Context: an optimization exercise on an open-source flow, tuned for small area and a short achievable clock period. The choices shown serve that exercise and are no tape-out recipe. Function was checked by simulation only, so behaviour that the tests miss may differ from the original. Power figures rest on the tool's default switching activity, not on a simulated workload.

## dadda_16_16
module dadda_16_16(mpd_in, mpr_in, op_out, clk);
  input clk;
  input [15:0] mpd_in, mpr_in;
  output [32:0] op_out;
  wire [17:0] ye = {2'b00, mpr_in};
  wire [7:0] e_one, e_two;
  genvar gi, gj;
  generate for (gi = 0; gi < 8; gi = gi + 1) begin : g_enc
    wire ym1 = (gi == 0) ? 1'b0 : ye[2*gi-1];
    assign e_one[gi] = ye[2*gi] ^ ym1;
    assign e_two[gi] = (ye[2*gi+1] & ~ye[2*gi] & ~ym1) | (~ye[2*gi+1] & ye[2*gi] & ym1);
  end endgenerate
  reg [15:0] x;
  reg [7:0] one, two, neg;
  reg [25:0] q0, q1;
  reg [5:0] ql;
  reg qc;
  wire carry_n = w270;
  wire [25:0] r0n, r1n;
  wire [5:0] sln;
  always @(posedge clk) begin
    x <= mpd_in;
    one <= e_one;
    two <= e_two;
    neg <= {mpr_in[15], mpr_in[13], mpr_in[11], mpr_in[9], mpr_in[7], mpr_in[5], mpr_in[3], mpr_in[1]};
    q0 <= r0n;
    q1 <= r1n;
    ql <= sln;
    qc <= carry_n;
  end
  wire [7:0] negn = ~neg;
  wire [16:0] ppn [0:7];
  generate for (gi = 0; gi < 8; gi = gi + 1) begin : g_pp
    for (gj = 0; gj < 17; gj = gj + 1) begin : g_ppj
      if (gj == 0) begin : g_lo
        bsel1 u_sel (.a(x[0]), .s(one[gi]), .neg(neg[gi]), .pn(ppn[gi][gj]));
      end else if (gj == 16) begin : g_hi
        bsel1 u_sel (.a(x[15]), .s(two[gi]), .neg(neg[gi]), .pn(ppn[gi][gj]));
      end else begin : g_mid
        bsel u_sel (.a(x[gj]), .b(x[gj-1]), .one(one[gi]), .two(two[gi]), .neg(neg[gi]), .pn(ppn[gi][gj]));
      end
    end
  end endgenerate
  wire [15:0] r8n;
  generate for (gj = 0; gj < 16; gj = gj + 1) begin : g_r8
    g_nand2 u_r8 (.a(x[gj]), .b(neg[7]), .y(r8n[gj]));
  end endgenerate
  wire ci1;
  wire ci2;
  wire ci3;
  wire ci4;
  wire ci5;
  wire ci6;
  wire w7;
  wire w8;
  wire w9;
  wire w10;
  wire w11;
  wire w12;
  wire w13;
  wire w14;
  wire w15;
  wire w16;
  wire w17;
  wire w18;
  wire w19;
  wire w20;
  wire w21;
  wire w22;
  wire w23;
  wire w24;
  wire w25;
  wire w26;
  wire w27;
  wire w28;
  wire w29;
  wire w30;
  wire w31;
  wire w32;
  wire w33;
  wire w34;
  wire w35;
  wire w36;
  wire w37;
  wire w38;
  wire w39;
  wire w40;
  wire w41;
  wire w42;
  wire w43;
  wire w44;
  wire w45;
  wire w46;
  wire w47;
  wire w48;
  wire w49;
  wire w50;
  wire w51;
  wire w52;
  wire w53;
  wire w54;
  wire w55;
  wire w56;
  wire w57;
  wire w58;
  wire w59;
  ...
==> flow/config.mk <==
export PLATFORM = sky130hd
export DESIGN_NAME = dadda_16_16
export DESIGN_NICKNAME = dadda_16_16
export VERILOG_FILES = /design/flow/design.v
export SDC_FILE = /design/flow/constraint.sdc
export NUM_CORES = 4
export LEC_CHECK = 0
export CAP_MARGIN = 20
export CORE_MARGIN = 2
export CORE_UTILIZATION = 55
export CTS_BUF_LIST = sky130_fd_sc_hd__clkbuf_4 sky130_fd_sc_hd__clkbuf_8
export SETUP_SLACK_MARGIN = 3.8
export SLEW_MARGIN = 20
export SYNTH_HIERARCHICAL = 1
==> flow/constraint.sdc <==
create_clock -name core_clock -period 7.0 [get_ports {clk}]
set_input_delay 1.4000 -clock core_clock [delete_from_list [all_inputs] [get_ports {clk}]]
set_output_delay 1.4000 -clock core_clock [all_outputs]
set_load 0.01 [all_outputs]
standard.sh (not shown) runs the stock make flow with config.mk's settings and CLKGATE_MAP_FILE= SYNTH_SCRIPT=/design/flow/synth_recipe.tcl, a recipe that flattens the netlist after the stock synthesis.
==> flow/flow/run.sh <==
#!/bin/bash
# Standard layout (the standard.sh) with two changes:
#  - after synthesis, flow/post_synth.tcl takes logic cells down to their
#    smallest drive strength (timing repair later sizes up what it needs);
#  - the port buffers are buf_1 cells (sized up by repair where needed).
set -euo pipefail
here=$(pwd)
bash standard.sh POST_SYNTH_TCL=$here/flow/post_synth.tcl \
  "BUFFER_PORTS_ARGS=-buffer_cell sky130_fd_sc_hd__buf_1" finish > $here/standard_flow.log 2>&1
==> flow/flow/post_synth.tcl <==
# After synthesis: take every logic cell down to the smallest drive strength
# of its own kind and drop the buffers synthesis inserted; timing repair in the
# later steps sizes up what the critical paths need.
set n_resized 0
foreach inst [get_cells *] {
  set master [get_property $inst ref_name]
  if {![regexp {^(sky130_fd_sc_hd__[a-z0-9]+)_([0-9]+)$} $master -> base size]} { continue }
  if {[regexp {__(df|dl|sdf|edf|conb|tap|fill|decap|clk)} $base]} { continue }
  set best ""
  set best_area 1e9
  foreach s {0 1 2 4} {
    set lc [get_lib_cells -quiet */${base}_$s]
    if {$lc eq ""} { continue }
    if {[get_property $lc dont_use]} { continue }
    set a [get_property $lc area]
    if {$a < $best_area} { set best_area $a; set best [get_name $lc] }
  }
  if {$best ne "" && $best ne $master} {
    replace_cell $inst $best
    incr n_resized
  }
}
puts "post_synth: resized $n_resized cells"
remove_buffers
Change:
CTS_BUF_LIST = sky130_fd_sc_hd__clkbuf_8 sky130_fd_sc_hd__clkbuf_16   (was sky130_fd_sc_hd__clkbuf_4 sky130_fd_sc_hd__clkbuf_8)
CTS_CLUSTER_DIAMETER = 60   (was default)
CTS_CLUSTER_SIZE = 30   (was default)
SETUP_SLACK_MARGIN = 3.45   (was 3.8)
The changed run finished with timing, DRC and antenna clean.
Worst setup slack got worse by 0.070 ns.
Non-clock buffer count came out lower by 43.
Routed wire length came out lower by a little under a tenth.
Change:
CORE_UTILIZATION = 65   (was 55)
CTS_BUF_LIST = sky130_fd_sc_hd__clkbuf_4 sky130_fd_sc_hd__clkbuf_8   (was sky130_fd_sc_hd__clkbuf_8 sky130_fd_sc_hd__clkbuf_16)
CTS_CLUSTER_DIAMETER = default   (was 60)
CTS_CLUSTER_SIZE = default   (was 30)
SETUP_SLACK_MARGIN = 3.4   (was 3.45)
Combinational power decreases slightly; power fell by a few percent; worst hold slack hardly moves; routed wire length shrinks by a few percent; area after synthesis stays the same; clock skew rose by 0.0091 ns.
Change:
--- a/flow/flow/post_synth.tcl
+++ b/flow/flow/post_synth.tcl
@@ -24 +24,11 @@
 remove_buffers
+# The first-stage registers each drive a row or column of Booth selectors
+# (16-17 loads): give them the strongest flip-flop of their kind.
+set n_up 0
+foreach inst [get_cells *] {
+  if {[regexp {^(x|one|two|neg)\[} [get_name $inst]] && [get_property $inst ref_name] eq "sky130_fd_sc_hd__dfxtp_1"} {
+    replace_cell $inst sky130_fd_sc_hd__dfxtp_4
+    incr n_up
+  }
+}
+puts "post_synth: upsized $n_up first-stage flip-flops"
CORE_UTILIZATION = 55   (was 65)
CTS_BUF_LIST = sky130_fd_sc_hd__clkbuf_8 sky130_fd_sc_hd__clkbuf_16   (was sky130_fd_sc_hd__clkbuf_4 sky130_fd_sc_hd__clkbuf_8)
CTS_CLUSTER_DIAMETER = 60   (was default)
CTS_CLUSTER_SIZE = 30   (was default)
Fmax came out higher slightly.
Worst hold slack loses 0.014 ns.
Register-to-register slack is better by 0.15 ns.
Cell area grows by a few percent.
First-iteration DRC count drops by a few percent.
Die area climbs by about a fifth.
Clock skew shrinks by 0.0079 ns.

-- re-timing with driven ports --
The results above use ideal ports. As a check the final layouts listed here were re-extracted and re-timed, cells and wires unchanged.
Step 1: set_driving_cell puts a clkbuf_16 on clk and a buf_2 on each other input, an assumption about the parent block.
Step 2, shift: input delay + t, output delay - t, t = (earliest + latest rising clock arrival at the registers) / 2. This alone moves slack from input paths to output paths.
a / b / c = ideal / step 1 / step 2; a / b = the first two.
run | t (ns) | slack for setup (ns) | worst register clock-pin slew, ns | pins driven straight from the clock port
the first run | 0.415 | 3.613 / 3.575 / 3.858 | 0.10 / 0.10 | 1
the second run | 0.394 | 3.544 / 3.504 / 3.661 | 0.07 / 0.07 | 1
the third run | 0.421 | 3.517 / 3.480 / 3.584 | 0.11 / 0.11 | 1
the fourth run | 0.396 | 3.558 / 3.514 / 3.732 | 0.08 / 0.08 | 1
After both steps setup and hold are still met in every run listed.
